Context: an optimization exercise on an open-source flow, tuned for a short achievable clock period and few clock cycles. The choices shown serve that exercise and are no tape-out recipe. The RTL was checked by simulation tests, not by an equivalence proof against the original design. No driver is modelled on the clock port, so clocking that relies on it looks cheaper here than on a real chip. Power is estimated from default activity; no workload was simulated.

==> inputs of run B <==
==> flow/design.v (excerpt) <==
module cpu16(clk, rst, imem_addr, imem_data, dmem_we, dmem_addr, dmem_wdata, dmem_rdata);
clock: 12.5 ns
lec_check: 0
abc_clock_period_in_ps: 3000
cap_margin: 20
core_margin: 2
core_utilization: 30
place_density: 0.45
slew_margin: 20
standard.sh (not shown) runs the stock make flow with config.mk's settings and CLKGATE_MAP_FILE= SYNTH_SCRIPT=/design/flow/synth_recipe.tcl, a recipe that flattens the netlist after the stock synthesis.
==> flow/flow/run.sh <==
#!/bin/bash
# The standard layout, with these changes to how it is made:
#  - the timing repair aims for more setup slack than the clock needs, so
#    that it shortens paths below the period;
#  - rst and dmem_we get neighbouring pins (flow/io.tcl);
#  - after CTS, flow/post_cts.tcl sizes the port buffers and the rst ->
#    dmem_we path (see that file).
set -euo pipefail
here=$(pwd)
bash standard.sh SETUP_SLACK_MARGIN=7.2 TNS_END_PERCENT=10 MATCH_CELL_FOOTPRINT=0 \
  PRE_IO_PLACEMENT_TCL="$here/flow/io.tcl" POST_CTS_TCL="$here/flow/post_cts.tcl" finish > make_finish.log 2>&1
Other scripts of this flow, unchanged in this note and not shown: flow/flow/io.tcl, flow/flow/post_cts.tcl
==> run K: changes against run B <==
--- a/flow/design.v
+++ b/flow/design.v
@@ -105,22 +105,61 @@
    input  [3:0] imm,
    input  [2:0] op,
    output reg [16-1:0] result
 );
 wire [3:0] sh = imm[3] ? 4'd0 : imm[3:0];    
 wire       shz = imm[3];                      
+wire sub = (op == 3'd1) | (op == 3'd6);
+wire [15:0] bb = sub ? ~b : b;
+wire [15:0] p0 = a ^ bb;
+wire [15:0] g0 = (a & bb) | {15'd0, p0[0] & sub};
+wire [15:0] g1, p1, g2, p2, g3, p3, g4;
+genvar i;
+generate
+    for (i = 0; i < 16; i = i + 1) begin : ks
+        if (i >= 1) begin : l1
+            assign g1[i] = g0[i] | (p0[i] & g0[i-1]);
+            assign p1[i] = p0[i] & p0[i-1];
+        end else begin : l1n
+            assign g1[i] = g0[i];
+            assign p1[i] = p0[i];
+        end
+        if (i >= 2) begin : l2
+            assign g2[i] = g1[i] | (p1[i] & g1[i-2]);
+            assign p2[i] = p1[i] & p1[i-2];
+        end else begin : l2n
+            assign g2[i] = g1[i];
+            assign p2[i] = p1[i];
+        end
+        if (i >= 4) begin : l3
+            assign g3[i] = g2[i] | (p2[i] & g2[i-4]);
+            assign p3[i] = p2[i] & p2[i-4];
+        end else begin : l3n
+            assign g3[i] = g2[i];
+            assign p3[i] = p2[i];
+        end
+        if (i >= 8) begin : l4
+            assign g4[i] = g3[i] | (p3[i] & g3[i-8]);
+        end else begin : l4n
+            assign g4[i] = g3[i];
+        end
+    end
+endgenerate
+wire [15:0] carry = {g4[14:0], sub};         
+wire [15:0] sum = p0 ^ carry;
+wire        le = ~g4[15] | (a == b);          
 always @(*) begin
    case(op)
-       3'd0: result = a + b;
-       3'd1: result = a - b;
+       3'd0: result = sum;
+       3'd1: result = sum;
        3'd2: result = a & b;
        3'd3: result = a ^ b;
        3'd4: result = shz ? 16'd0 : (a << sh);
        3'd5: result = shz ? 16'd0 : (a >> sh);
-       3'd6: result = {15'd0, (a <= b)};
-       default: result = a + b;
+       3'd6: result = {15'd0, le};
+       default: result = sum;
    endcase
 end
 endmodule
 module regfile #(parameter NR = 8) (
 	input clk,
 	input rst,
@@ -182,17 +221,17 @@
 reg [15:0] x0_a, x0_b;
 reg        x1_wr, x1_lw;     
 reg  [2:0] x1_op;
 reg  [3:0] x1_rd, x1_imm;
 reg [15:0] x1_a, x1_b;
 reg        x_sw;             
-reg  [3:0] x_base, x_off;    
-reg [15:0] x_wdata;          
+reg        x_m1;             
+reg [15:0] x1_d;             
 reg        xm_wr;            
 reg  [3:0] xm_rd;
-reg [15:0] x_ma, x_mb;
+reg        x_mm1;            
 reg        x_br;             
 reg        x_pt;             
 reg [15:0] x_alt;            
 reg [15:0] x_bd;             
 reg        x_f0, x_f1;       
 reg [15:0] x_falt;           
@@ -276,13 +315,13 @@
 wire [15:0] alu0_out, alu1_out;
 alu ALU0(.a(x0_a), .b(x0_b), .imm(x0_imm), .op(x0_op), .result(alu0_out));
 alu ALU1(.a(x1_a), .b(x1_b), .imm(x1_imm), .op(x1_op), .result(alu1_out));
 wire [15:0] x0_res = x0_lw ? dmem_rdata : alu0_out;
 wire [15:0] x1_res = x1_lw ? dmem_rdata : alu1_out;
 wire [15:0] pp_s, pp_c;
-mul_csa MUL0(.a(x_ma), .b(x_mb), .s(pp_s), .c(pp_c));
+mul_csa MUL0(.a(x_mm1 ? x1_a : x0_a), .b(x_mm1 ? x1_b : x0_b), .s(pp_s), .c(pp_c));
 wire [15:0] product;
 adder MADD(.a(m_s), .b(m_c), .out(product));
 function pend_mul(input [3:0] r);
     pend_mul = (xm_wr & (xm_rd == r)) | (m_wr & (m_rd == r));
 endfunction
 function pend_x(input [3:0] r);
@@ -301,16 +340,13 @@
             .qaddr1(e_trs), .qaddr2(e_trt), .eq_q(eq_t));
 reg        l_en, l_cj;
 reg [15:0] l_trig, l_trigm1, l_jt, l_ct;
 reg  [3:0] l_crd, l_crs, l_trs, l_trt;
 reg  [3:0] q_rs, q_rt;       
 reg  [3:0] p_trs, p_trt;     
-wire        e_v    = l_en | bt_v;
 wire        e_cj   = l_en ? l_cj   : bt_cj;
-wire [15:0] e_trig = l_en ? l_trig : bt_trig;
-wire [15:0] e_trigm1 = l_en ? l_trigm1 : bt_trigm1;
 wire [15:0] e_jt   = l_en ? l_jt   : bt_jt;
 wire [15:0] e_ct   = l_en ? l_ct   : bt_ct;
 wire  [3:0] e_crd  = l_en ? l_crd  : bt_crd;
 wire  [3:0] e_crs  = l_en ? l_crs  : bt_crs;
 wire  [3:0] e_trs  = l_en ? l_trs  : bt_trs;
 wire  [3:0] e_trt  = l_en ? l_trt  : bt_trt;
@@ -329,14 +365,14 @@
 wire go     = ~mis & ~stall;
 wire raw    = d_wr0 & ((rd0 == rs1) | (uses_rt1 & (rd0 == rt1)) | (uses_rd1 & (rd0 == rd1)));
 wire ok     = h1 & ~is_beq1 & ~blk1 & ~is_beq0 & ~raw &
               ~(mem0 & mem1) & ~(is_mul0 & is_mul1) & ~(is_mul0 & d_wr1 & (rd1 == rd0));
 wire [16-1:0] target;
 adder BranchAdder(.a(pc1), .b(imm0), .out(target));
-wire hit_p0 = e_v & (pc == e_trig);
-wire hit_p1 = e_v & (pc == e_trigm1);
+wire hit_p0 = l_en ? (pc == l_trig)   : (bt_v & (pc == bt_trig));
+wire hit_p1 = l_en ? (pc == l_trigm1) : (bt_v & (pc == bt_trigm1));
 function sub_c(input d_wr, input [3:0] o, input [3:0] r);
     sub_c = d_wr & ((o == 4'b0001) | (o == 4'b0011)) &
             (((r == e_crd) & (e_crs == 4'd0)) | ((r == e_crs) & (e_crd == 4'd0)));
 endfunction
 wire f_p1   = hit_p1 & (~e_cj | sub_c(d_wr1, op1, rd1));
 wire f_p0   = hit_p0 & ~ptk & (~e_cj | sub_c(d_wr0, op0, rd0));
@@ -431,21 +467,19 @@
     x1_lw   <= is_lw1;
     x1_op   <= op1[2:0];
     x1_rd   <= rd1;
     x1_imm  <= rt1;
     x1_a    <= va1;
     x1_b    <= vb1;
-    x_base  <= mem0 ? va0[3:0] : va1[3:0];
-    x_off   <= mem0 ? rt0 : rt1;
-    x_wdata <= mem0 ? vd0 : vd1;
+    x_m1    <= ~mem0;
+    x1_d    <= vd1;
     xm_rd   <= is_mul0 ? rd0 : rd1;
-    x_ma    <= is_mul0 ? va0 : va1;
-    x_mb    <= is_mul0 ? vb0 : vb1;
+    x_mm1   <= ~is_mul0;
     m_rd    <= xm_rd;
     m_s     <= pp_s;
     m_c     <= pp_c;
 end
 assign imem_addr  = pc;
 assign dmem_we    = x_sw & ~rst;
-assign dmem_addr  = x_base + x_off;
-assign dmem_wdata = x_wdata;
+assign dmem_addr  = x_m1 ? x1_a[3:0] + x1_imm : x0_a[3:0] + x0_imm;
+assign dmem_wdata = x_m1 ? x1_d : x_bd;
 endmodule
==> flow/flow/run.sh (replaced) <==
#!/bin/bash
# The standard layout, with these changes to how it is made:
#  - the timing repair aims for more setup slack than the clock needs, so
#    that it shortens paths below the period;
#  - rst and dmem_we get neighbouring pins (flow/io.tcl);
#  - after CTS, flow/post_cts.tcl sizes the port buffers and the rst ->
#    dmem_we path (see that file).
set -euo pipefail
here=$(pwd)
bash standard.sh SETUP_SLACK_MARGIN=7.5 TNS_END_PERCENT=30 MATCH_CELL_FOOTPRINT=0 \
  PRE_IO_PLACEMENT_TCL="$here/flow/io.tcl" POST_CTS_TCL="$here/flow/post_cts.tcl" finish > make_finish.log 2>&1
==> flow/config.mk (replaced) <==
export PLATFORM = sky130hd
export DESIGN_NAME = cpu16
export DESIGN_NICKNAME = cpu16
export VERILOG_FILES = /design/flow/design.v
export SDC_FILE = /design/flow/constraint.sdc
export NUM_CORES = 4
export LEC_CHECK = 0
export ABC_CLOCK_PERIOD_IN_PS = 3000
export CAP_MARGIN = 40
export CORE_MARGIN = 2
export CORE_UTILIZATION = 28
export PLACE_DENSITY = 0.42
export SLEW_MARGIN = 40
==> run E: changes against run B <==
--- a/flow/design.v
+++ b/flow/design.v
@@ -105,22 +105,61 @@
    input  [3:0] imm,
    input  [2:0] op,
    output reg [16-1:0] result
 );
 wire [3:0] sh = imm[3] ? 4'd0 : imm[3:0];    
 wire       shz = imm[3];                      
+wire sub = (op == 3'd1) | (op == 3'd6);
+wire [15:0] bb = sub ? ~b : b;
+wire [15:0] p0 = a ^ bb;
+wire [15:0] g0 = (a & bb) | {15'd0, p0[0] & sub};
+wire [15:0] g1, p1, g2, p2, g3, p3, g4;
+genvar i;
+generate
+    for (i = 0; i < 16; i = i + 1) begin : ks
+        if (i >= 1) begin : l1
+            assign g1[i] = g0[i] | (p0[i] & g0[i-1]);
+            assign p1[i] = p0[i] & p0[i-1];
+        end else begin : l1n
+            assign g1[i] = g0[i];
+            assign p1[i] = p0[i];
+        end
+        if (i >= 2) begin : l2
+            assign g2[i] = g1[i] | (p1[i] & g1[i-2]);
+            assign p2[i] = p1[i] & p1[i-2];
+        end else begin : l2n
+            assign g2[i] = g1[i];
+            assign p2[i] = p1[i];
+        end
+        if (i >= 4) begin : l3
+            assign g3[i] = g2[i] | (p2[i] & g2[i-4]);
+            assign p3[i] = p2[i] & p2[i-4];
+        end else begin : l3n
+            assign g3[i] = g2[i];
+            assign p3[i] = p2[i];
+        end
+        if (i >= 8) begin : l4
+            assign g4[i] = g3[i] | (p3[i] & g3[i-8]);
+        end else begin : l4n
+            assign g4[i] = g3[i];
+        end
+    end
+endgenerate
+wire [15:0] carry = {g4[14:0], sub};         
+wire [15:0] sum = p0 ^ carry;
+wire        le = ~g4[15] | (a == b);          
 always @(*) begin
    case(op)
-       3'd0: result = a + b;
-       3'd1: result = a - b;
+       3'd0: result = sum;
+       3'd1: result = sum;
        3'd2: result = a & b;
        3'd3: result = a ^ b;
        3'd4: result = shz ? 16'd0 : (a << sh);
        3'd5: result = shz ? 16'd0 : (a >> sh);
-       3'd6: result = {15'd0, (a <= b)};
-       default: result = a + b;
+       3'd6: result = {15'd0, le};
+       default: result = sum;
    endcase
 end
 endmodule
 module regfile #(parameter NR = 8) (
 	input clk,
 	input rst,
@@ -182,17 +221,17 @@
 reg [15:0] x0_a, x0_b;
 reg        x1_wr, x1_lw;     
 reg  [2:0] x1_op;
 reg  [3:0] x1_rd, x1_imm;
 reg [15:0] x1_a, x1_b;
 reg        x_sw;             
-reg  [3:0] x_base, x_off;    
-reg [15:0] x_wdata;          
+reg        x_m1;             
+reg [15:0] x1_d;             
 reg        xm_wr;            
 reg  [3:0] xm_rd;
-reg [15:0] x_ma, x_mb;
+reg        x_mm1;            
 reg        x_br;             
 reg        x_pt;             
 reg [15:0] x_alt;            
 reg [15:0] x_bd;             
 reg        x_f0, x_f1;       
 reg [15:0] x_falt;           
@@ -276,13 +315,13 @@
 wire [15:0] alu0_out, alu1_out;
 alu ALU0(.a(x0_a), .b(x0_b), .imm(x0_imm), .op(x0_op), .result(alu0_out));
 alu ALU1(.a(x1_a), .b(x1_b), .imm(x1_imm), .op(x1_op), .result(alu1_out));
 wire [15:0] x0_res = x0_lw ? dmem_rdata : alu0_out;
 wire [15:0] x1_res = x1_lw ? dmem_rdata : alu1_out;
 wire [15:0] pp_s, pp_c;
-mul_csa MUL0(.a(x_ma), .b(x_mb), .s(pp_s), .c(pp_c));
+mul_csa MUL0(.a(x_mm1 ? x1_a : x0_a), .b(x_mm1 ? x1_b : x0_b), .s(pp_s), .c(pp_c));
 wire [15:0] product;
 adder MADD(.a(m_s), .b(m_c), .out(product));
 function pend_mul(input [3:0] r);
     pend_mul = (xm_wr & (xm_rd == r)) | (m_wr & (m_rd == r));
 endfunction
 function pend_x(input [3:0] r);
@@ -301,16 +340,13 @@
             .qaddr1(e_trs), .qaddr2(e_trt), .eq_q(eq_t));
 reg        l_en, l_cj;
 reg [15:0] l_trig, l_trigm1, l_jt, l_ct;
 reg  [3:0] l_crd, l_crs, l_trs, l_trt;
 reg  [3:0] q_rs, q_rt;       
 reg  [3:0] p_trs, p_trt;     
-wire        e_v    = l_en | bt_v;
 wire        e_cj   = l_en ? l_cj   : bt_cj;
-wire [15:0] e_trig = l_en ? l_trig : bt_trig;
-wire [15:0] e_trigm1 = l_en ? l_trigm1 : bt_trigm1;
 wire [15:0] e_jt   = l_en ? l_jt   : bt_jt;
 wire [15:0] e_ct   = l_en ? l_ct   : bt_ct;
 wire  [3:0] e_crd  = l_en ? l_crd  : bt_crd;
 wire  [3:0] e_crs  = l_en ? l_crs  : bt_crs;
 wire  [3:0] e_trs  = l_en ? l_trs  : bt_trs;
 wire  [3:0] e_trt  = l_en ? l_trt  : bt_trt;
@@ -329,14 +365,14 @@
 wire go     = ~mis & ~stall;
 wire raw    = d_wr0 & ((rd0 == rs1) | (uses_rt1 & (rd0 == rt1)) | (uses_rd1 & (rd0 == rd1)));
 wire ok     = h1 & ~is_beq1 & ~blk1 & ~is_beq0 & ~raw &
               ~(mem0 & mem1) & ~(is_mul0 & is_mul1) & ~(is_mul0 & d_wr1 & (rd1 == rd0));
 wire [16-1:0] target;
 adder BranchAdder(.a(pc1), .b(imm0), .out(target));
-wire hit_p0 = e_v & (pc == e_trig);
-wire hit_p1 = e_v & (pc == e_trigm1);
+wire hit_p0 = l_en ? (pc == l_trig)   : (bt_v & (pc == bt_trig));
+wire hit_p1 = l_en ? (pc == l_trigm1) : (bt_v & (pc == bt_trigm1));
 function sub_c(input d_wr, input [3:0] o, input [3:0] r);
     sub_c = d_wr & ((o == 4'b0001) | (o == 4'b0011)) &
             (((r == e_crd) & (e_crs == 4'd0)) | ((r == e_crs) & (e_crd == 4'd0)));
 endfunction
 wire f_p1   = hit_p1 & (~e_cj | sub_c(d_wr1, op1, rd1));
 wire f_p0   = hit_p0 & ~ptk & (~e_cj | sub_c(d_wr0, op0, rd0));
@@ -431,21 +467,19 @@
     x1_lw   <= is_lw1;
     x1_op   <= op1[2:0];
     x1_rd   <= rd1;
     x1_imm  <= rt1;
     x1_a    <= va1;
     x1_b    <= vb1;
-    x_base  <= mem0 ? va0[3:0] : va1[3:0];
-    x_off   <= mem0 ? rt0 : rt1;
-    x_wdata <= mem0 ? vd0 : vd1;
+    x_m1    <= ~mem0;
+    x1_d    <= vd1;
     xm_rd   <= is_mul0 ? rd0 : rd1;
-    x_ma    <= is_mul0 ? va0 : va1;
-    x_mb    <= is_mul0 ? vb0 : vb1;
+    x_mm1   <= ~is_mul0;
     m_rd    <= xm_rd;
     m_s     <= pp_s;
     m_c     <= pp_c;
 end
 assign imem_addr  = pc;
 assign dmem_we    = x_sw & ~rst;
-assign dmem_addr  = x_base + x_off;
-assign dmem_wdata = x_wdata;
+assign dmem_addr  = x_m1 ? x1_a[3:0] + x1_imm : x0_a[3:0] + x0_imm;
+assign dmem_wdata = x_m1 ? x1_d : x_bd;
 endmodule
==> flow/flow/run.sh (replaced) <==
#!/bin/bash
# The standard layout, with these changes to how it is made:
#  - the timing repair aims for more setup slack than the clock needs, so
#    that it shortens paths below the period;
#  - rst and dmem_we get neighbouring pins (flow/io.tcl);
#  - after CTS, flow/post_cts.tcl sizes the port buffers and the rst ->
#    dmem_we path (see that file).
set -euo pipefail
here=$(pwd)
bash standard.sh SETUP_SLACK_MARGIN=7.5 TNS_END_PERCENT=30 MATCH_CELL_FOOTPRINT=0 \
  PRE_IO_PLACEMENT_TCL="$here/flow/io.tcl" POST_CTS_TCL="$here/flow/post_cts.tcl" finish > make_finish.log 2>&1
==> flow/config.mk (replaced) <==
export PLATFORM = sky130hd
export DESIGN_NAME = cpu16
export DESIGN_NICKNAME = cpu16
export VERILOG_FILES = /design/flow/design.v
export SDC_FILE = /design/flow/constraint.sdc
export NUM_CORES = 4
export LEC_CHECK = 0
export ABC_CLOCK_PERIOD_IN_PS = 3000
export CAP_MARGIN = 40
export CORE_MARGIN = 2
export CORE_UTILIZATION = 30
export PLACE_DENSITY = 0.45
export SLEW_MARGIN = 40
==> comparison <==
- Power: run E is higher than run K (about 1.3%).
- Hold slack, highest first: run K, run E, run B.
- The lowest first-iteration DRC count belongs to run B, the highest to run E.
- Run K produced a clean layout. Run E finished with timing, DRC and antenna clean. Run B finished but failed the layout checks on max-capacitance violations, max-slew violations.
- Maximum frequency, lowest first: run B, run K, run E.
- Clock skew: run E < run B < run K.
- Cell area: run B is lower than run E (0.73%).
Testbench counts of run B, summed over its fixed seeds: cycles 36,568.
Testbench counts of run K, summed over its fixed seeds: cycles 36,568.
Testbench counts of run E, summed over its fixed seeds: cycles 36,568.

## what the ideal ports hide
The results above use ideal ports. As a check the final layouts listed here were re-extracted and re-timed, cells and wires unchanged. Step 1: set_driving_cell puts a clkbuf_16 on clk and a buf_2 on each other input, an assumption about the parent block. Step 2 also shifts input and output timing later by t, the mid clock arrival at the registers, as if the neighbouring blocks saw the same clock. a / b / c = ideal ports / drivers / drivers and shift; a / b = the first two.
| run | shift t [ns] | setup WS [ns] | clock arrival spread, ns | worst data-port slew with drivers (ns) |
|---|---|---|---|---|
| run B | 0.922 | 6.951 / 6.951 / 6.199 | 0.086 / 0.087 | 0.18 |
| run K | 0.922 | 7.183 / 7.062 / 6.327 | 0.116 / 0.116 | 0.18 |
| run E | 0.945 | 7.197 / 7.082 / 6.367 | 0.048 / 0.047 | 0.17 |
The setup slack of run K, which loses most, moves by -0.121 ns with the drivers and by -0.856 ns with both steps.
